This is an optimization exercise on Yosys and OpenROAD, whose aim is small area, not a production implementation. Only simulation tests tie the RTL to the original design; equivalence was not proved. Power and IR drop assume default switching activity.

## flow/design.v (module list and top-level ports; edited modules follow where they fit)
// module I2cExpAndMuxMaster: 313 lines
// module I2cExpAndMuxReqArbiter: 1055 lines
// module vfchd_i2cmux: 247 lines
module vfchd_i2cmux (
    input           Clk_ik,
    input           Rst_irq,
    input           IoExpApp12Int_ian,
    input           IoExpApp34Int_ian,
    input           IoExpBstEthInt_ian,
    input           IoExpLosInt_ian,
    input           IoExpBlmInInt_ian,
    output          InitDone_oq,
    output [4:0]    VmeGa_onqb5,
    output          VmeGaP_onq,
    input  [7:0]    Led_ib8,
    output [7:0]    StatusLed_ob8,
    input           GpIo1A2B_i,
    input           EnGpIo1Term_i,
    input           GpIo2A2B_i,
    input           EnGpIo2Term_i,
    input           GpIo34A2B_i,
    input           EnGpIo3Term_i,
    input           EnGpIo4Term_i,
    output          StatusGpIo1A2B_oq,
    output          StatusEnGpIo1Term_oq,
    output          StatusGpIo2A2B_oq,
    output          StatusEnGpIo2Term_oq,
    output          StatusGpIo34A2B_oq,
    output          StatusEnGpIo3Term_oq,
    output          StatusEnGpIo4Term_oq,
    output [7:0]    BlmIn_oqb8,
    output          AppSfp1Present_oq,
    output [15:0]   AppSfp1Id_oq16,
    output          AppSfp1TxFault_oq,
    output          AppSfp1Los_oq,
    input           AppSfp1TxDisable_i,
    input           AppSfp1RateSelect_i,
    output          StatusAppSfp1TxDisable_oq,
    output          StatusAppSfp1RateSelect_oq,
    output          AppSfp2Present_oq,
    output [15:0]   AppSfp2Id_oq16,
    output          AppSfp2TxFault_oq,
    output          AppSfp2Los_oq,
    input           AppSfp2TxDisable_i,
    input           AppSfp2RateSelect_i,
    output          StatusAppSfp2TxDisable_oq,
    output          StatusAppSfp2RateSelect_oq,
    output          AppSfp3Present_oq,
    output [15:0]   AppSfp3Id_oq16,
    output          AppSfp3TxFault_oq,
    output          AppSfp3Los_oq,
    input           AppSfp3TxDisable_i,
    input           AppSfp3RateSelect_i,
    output          StatusAppSfp3TxDisable_oq,
    output          StatusAppSfp3RateSelect_oq,
    output          AppSfp4Present_oq,
    output [15:0]   AppSfp4Id_oq16,
    output          AppSfp4TxFault_oq,
    output          AppSfp4Los_oq,
    input           AppSfp4TxDisable_i,
    input           AppSfp4RateSelect_i,
    output          StatusAppSfp4TxDisable_oq,
    output          StatusAppSfp4RateSelect_oq,
    output          BstSfpPresent_oq,
    output [15:0]   BstSfpId_oq16,
    output          BstSfpTxFault_oq,
    output          BstSfpLos_oq,
    input           BstSfpTxDisable_i,
    input           BstSfpRateSelect_i,
    output          StatusBstSfpTxDisable_oq,
    output          StatusBstSfpRateSelect_oq,
    output          EthSfpPresent_oq,
    output [15:0]   EthSfpId_oq16,
    output          EthSfpTxFault_oq,
    output          EthSfpLos_oq,
    input           EthSfpTxDisable_i,
    input           EthSfpRateSelect_i,
    output          StatusEthSfpTxDisable_oq,
    output          StatusEthSfpRateSelect_oq,
    output          CdrLos_oq,
    output          CdrLol_oq,
  // ...
==> flow/run.sh <==
#!/bin/bash
# synth_recipe.tcl (not shown) runs the flow's synth.tcl, then flattens the netlist and writes it again
# the make line also repeats each setting of config.mk as NAME=value (left out here)
make -C /OpenROAD-flow-scripts/flow DESIGN_CONFIG=/design/flow/config.mk WORK_HOME=/design/flow/orfs CLKGATE_MAP_FILE= SYNTH_SCRIPT=/design/flow/synth_recipe.tcl finish
==> flow/config.mk <==
export PLATFORM = sky130hd
export DESIGN_NAME = vfchd_i2cmux
export DESIGN_NICKNAME = vfchd_i2cmux
export VERILOG_FILES = /design/flow/design.v
export SDC_FILE = /design/flow/constraint.sdc
export NUM_CORES = 4
export LEC_CHECK = 0
export CAP_MARGIN = 20
export CORE_MARGIN = 2
export CORE_UTILIZATION = 40
export SLEW_MARGIN = 20
==> flow/constraint.sdc <==
create_clock -name core_clock -period 10.0 [get_ports {Clk_ik}]
set_input_delay 2.0000 -clock core_clock [delete_from_list [all_inputs] [get_ports {Clk_ik}]]
set_output_delay 2.0000 -clock core_clock [all_outputs]
set_load 0.01 [all_outputs]
==> reports/metrics.csv, run 1 <==
metric,value,unit
pre_cts_ws,4.63,ns
detail-route-antenna-nets,0,
synth_edf_count,76,
crit_start,I2cWbAdr_ib12[11],
reg.largest.list,"i_Arbiter.GlobalConfigReg_q32 x32, i_Arbiter.WbDat_oqb32 x32, i_Arbiter.BlmInMuteOthersCnt_c24 x24",
numCtsBuffers,52,
final_common_cell,dfxtp_1,
multi_input_area_share,0.424,
post_cts.repair.setup_buffers,0,
hold_start,i_Arbiter.IoExpBlmInInt_x3[1],
p_int,3.62,mW
top_layer_used,met4,
fillers,5544,
synth_top_family_by_area,simple AND/OR/NAND/NOR gates,
path_cells,clkdlybuf4s50_1 > nor4bb_1 > a31o_1 > mux2i_1 > a311oi_1 > o2111ai_1 > a31oi_2 > nand4_2 > a32o_1,
powerClk,2.05,mW
yosysWarnings,2,
cts_root_buffer,clkbuf_16,
netlist.area_leader.share,0.347,
synth_xor_area_frac,0.0335,
use_met1,0.359,
cp-endpoint,i_Arbiter.StatusEnGpIo2Term_oq,
p_seq_frac,0.420,
nWellTaps,773,
r2r_start,i_Arbiter.State_q[5],
flops_and_latches,488,
pg_comb,968,uW
grt_use_met2,0.446,
synth.net_count,2913,
cp_max_fo,14,
tritoncts,built,
cp_top_family,compound AO/OA/AOI/OAI gates,
globalRouteTotalUtil,0.274,
yosys.area_share.simple,0.230,
outcome,"complete, no violations",
vdd_drop_max,0.136,mV
multi_input_gates,2079,
grt_overflow_total,0,
routed_wl,87.4,mm
cp-end-kind,flop,
layout-drive-gt1-share,0.0805,
wl_met2,41.0,mm
ys_seq_elements,488,
critical_path_arrival,5.37,ns
worstSetupPathType,in -> reg,
==> run 2: changes to the inputs <==
==> flow/flow/run.sh (new file) <==
#!/bin/bash
# Standard ORFS flow (the standard.sh, unchanged synthesis) with smaller port buffers
# and smaller clock-tree buffers.
set -euo pipefail
bash standard.sh \
  BUFFER_PORTS_ARGS="-buffer_cell sky130_fd_sc_hd__buf_1" \
  CTS_ARGS="-sink_clustering_enable -repair_clock_nets -buf_list sky130_fd_sc_hd__clkbuf_4 -dont_use_dummy_load" \
  finish > standard_flow.log 2>&1
==> flow/standard.sh (new file) <==
#!/bin/bash
# synth_recipe.tcl (not shown) runs the flow's synth.tcl, then flattens the netlist and writes it again
# the make line also repeats each setting of config.mk as NAME=value (left out here)
make -C /OpenROAD-flow-scripts/flow DESIGN_CONFIG=/design/flow/config.mk WORK_HOME=/design/flow/orfs CLKGATE_MAP_FILE= SYNTH_SCRIPT=/design/flow/synth_recipe.tcl "${@:-finish}"
removed: flow/run.sh
==> run 2 against run 1 <==
  * Core utilization decreased by 4.5 points
  * Sequential cell count is the same
  * Via count rose by 1.4%
==> reports/metrics.csv, run 2 <==
metric,value,unit,change
die_w,248,um,
grt_pass1_wl,131,mm,
reg2reg_depth,10,,
dp_hpwl,61.2,mm,
max_slew_margin,0.271,,
r2r_start,i_Arbiter.State_q[5],,
rsz0062_at_grt,false,,
yosys.area.top_type,dfxtp_1,,
cts_hold_buf,0,,
worst_slew_pin_slew,1.09,ns,
syn_to_final_growth,11.3,%,
grt_overflow_total,0,,unchanged
first_iter_violations,2511,,
wl_per_cell,22.5,um,
nets,3193,,
ys.flop_type,dfxtp_1,,
routed_wl,86.8,mm,-0.75%
critical_path_arrival,5.35,ns,-0.02 ns
drc,0,,
grt_pass1_vias,21900,,
outcome,"complete, no violations",,
hold_start,i_Arbiter.IoExpBstEthInt_x3[0],,
dp.cells,3722,,
num_vias,23100,,
syn_area_per_cell,8.48,sq um,
rows,89,,
clockBufferDepth,3,,
antenna_found_initial,2,,
insertion_delay,1.05,ns,
worstSetupPathType,reg -> reg,,
worstSetupStartpointType,flop,,
p_per_area,169,nW/um^2,
async_flop_share,0,,
routabilityCongestion,1.03,,
synth_edf_count,76,,unchanged
grt_max_degree,113,,
tritoncts,built,,
clk_pin_slew,0.06,ns,
cts_root_buffer,clkbuf_4,,
reg2reg_setup_slack,5.47,ns,
cp-end-kind,flop,,
start_util,0.404,,
finalSetupViolCount,0,,
p_leak,9.26,nW,
fmax,0.221,GHz,
synthTopCellsByArea,"dfxtp_1 35%, edfxtp_1 9.6%, a21oi_1 6.3%",,
layout-drive-gt1-share,0.0970,,+0.0164
clkSinkCount,488,,
hp-class,reg -> reg,,
drv_slew,0,,
detail-route-antenna-nets,0,,unchanged
core-area,58900,sq um,
synth.net_count,2913,,unchanged
first_pass_iters,6,,
fillers,5877,,+6.0%
synth_area,23800,sq um,
worstReg2RegEnd,i_Arbiter.StatusEnGpIo4Term_oq,,
reg.largest.list,"i_Arbiter.GlobalConfigReg_q32 x32, i_Arbiter.WbDat_oqb32 x32, i_Arbiter.BlmInMuteOthersCnt_c24 x24",,
numCtsBuffers,134,,+160%
finalCritPeriodShare,0.453,,
cts.repair.resized,0,,
port_buffers,295,,
post_cts.repair.setup_buffers,0,,unchanged
die_y,248,um,
cap_violations,0,,
cp_max_fo,44,,+30
min_to,i_Arbiter.IoExpBstEthInt_x3[1],,
ys_seq_area_frac,0.443,,
vdd_drop_max,0.104,mV,-23%
fin_cells,3862,,
skew,0.128,ns,
final_common_cell,dfxtp_1,,
htreeDepth,4,,
min_path_cells,0,,
netlist.area_leader.share,0.347,,unchanged
yosys.cell_types.count,117,,
layout_min_cycle_time,4.53,ns,
layout.cells.most_common_list,"406 x dfxtp_1, 346 x nand2_1, 315 x nor2_1, 298 x a21oi_1, 293 x buf_1",,
finalHoldViolations,0,,
yosysWarnings,2,,unchanged
netlist_instances,2806,,
setup_tns,0,ns,
globalRouteTotalUtil,0.276,,+0.00221
yosysMostFrequentCell,dfxtp_1,,
viasPerCell,5.97,,
die_area,61400,sq um,
synthTopCellsByCount,"412 x dfxtp_1, 346 x nand2_1, 315 x nor2_1",,
cp.required,10.82,ns,
ioPinCount,296,,
ys_seq_elements,488,,unchanged
run 2: per-layer routing:
metal,share of wire,track usage,vias to the layer above
met4,0.049,0.149,0
met3,0.077,0.0612,258
met1,0.41,0.348,11100
met5,0,0,-
met2,0.47,0.438,1071
li1,-,-,10700
run 2: kinds of logic after synthesis:
kind of cell,after synthesis,share of synthesized area
xor+xnor,91,0.0335
buf+inv,239,0.0411
fa+ha+maj,14,0.00726
mux,90,0.0436
flops,488,0.443
simple gates,1143,0.230
compound gates,741,0.202
run 2: area by class of cell:
cell class,count,area (sq um),share of cell area
Antenna cell,5,12.5,0.000473
Sequential cell,488,10500,0.398
Inverter,42,158,0.00596
Multi-Input combinational cell,2079,12300,0.466
Tap cell,773,967,0.0365
Timing Repair Buffer,341,1460,0.0551
Clock buffer,134,1010,0.0380
run 2: through the flow:
stage | util | power, mW | area (sq um) | hold slack [ns] | worst slack (ns)
3_3_place_gp | 0.431 | 3.12 | 25400 | 0.312 | 5.08
5_1_grt | 0.449 | 4.68 | 26500 | 0.310 | 5.25
6_report | 0.449 | 4.46 | 26500 | 0.296 | 5.47
2_1_floorplan | - | 2.80 | 23800 | 0.310 | 5.47
4_1_cts | 0.449 | 4.47 | 26400 | 0.292 | 5.58
3_5_place_dp | 0.431 | 3.12 | 25400 | 0.312 | 4.98
run 2: power by group:
| part | switching, mW | leakage (nW) | total [mW] | internal [mW] |
|---|---|---|---|---|
| clock | 0.740 | 0.617 | 1.35 | 0.606 |
| sequential | 0.0990 | 4.07 | 2.19 | 2.09 |
| combinational | 0.653 | 4.57 | 0.926 | 0.273 |
run 2: critical path: stages, from the launching register on:
cell,delay [ns]
dfxtp_2,0.64
buf_4,0.54
nor2b_1,0.61
nand2_1,0.22
a2111oi_0,0.49
o22ai_1,0.19
a41oi_1,0.66
a211oi_2,0.19
and3_1,0.24
a32o_1,0.33
a32o_1,0.24
run 2: worst max-delay path by stage:
stage / startpoint / endpoint / slack, ns / cells past startpoint
floorplan: Rst_irq / i_Master.I2cSlaveByte_qb8[0] / 5.47 / 3
global placement: I2cWbAdr_ib12[9] / i_Arbiter.StatusGpIo2A2B_oq / 5.08 / 10
detailed placement: EthSfpRateSelect_i / i_Arbiter.LedExpWrReqMask / 4.98 / 10
CTS: i_Arbiter.State_q[5] / i_Arbiter.StatusEnGpIo4Term_oq / 5.58 / 10
global route: i_Arbiter.State_q[5] / i_Arbiter.StatusAppSfp1RateSelect_oq / 5.25 / 9
finish: i_Arbiter.State_q[5] / i_Arbiter.StatusEnGpIo4Term_oq / 5.47 / 10

static timing again, ports no longer ideal:
The results above use ideal ports. As a check the final layouts listed here were re-extracted and re-timed, cells and wires unchanged.
Step 1 sets driving cells, clkbuf_16 on the clock port and buf_2 on the other inputs (assumed; they add their load-dependent delay and slew).
Step 2 also shifts input and output timing later by t, the mid clock arrival at the registers, as if the neighbouring blocks saw the same clock.
Slacks: ideal / step 1 / step 2; pairs: ideal / step 1.
run | t (ns) | slack for setup (ns) | latest minus earliest clock arrival (ns) | pins driven straight from the clock port
run 1 | 0.659 | 5.108 / 5.142 / 4.482 | 0.025 / 0.025 | 1
run 2 | 1.045 | 5.472 / 5.472 / 4.881 | 0.127 / 0.128 | 1
After both steps setup and hold are still met in every run listed. The setup slack of run 1, which loses most, moves by +0.034 ns with the drivers and by -0.626 ns with both steps.
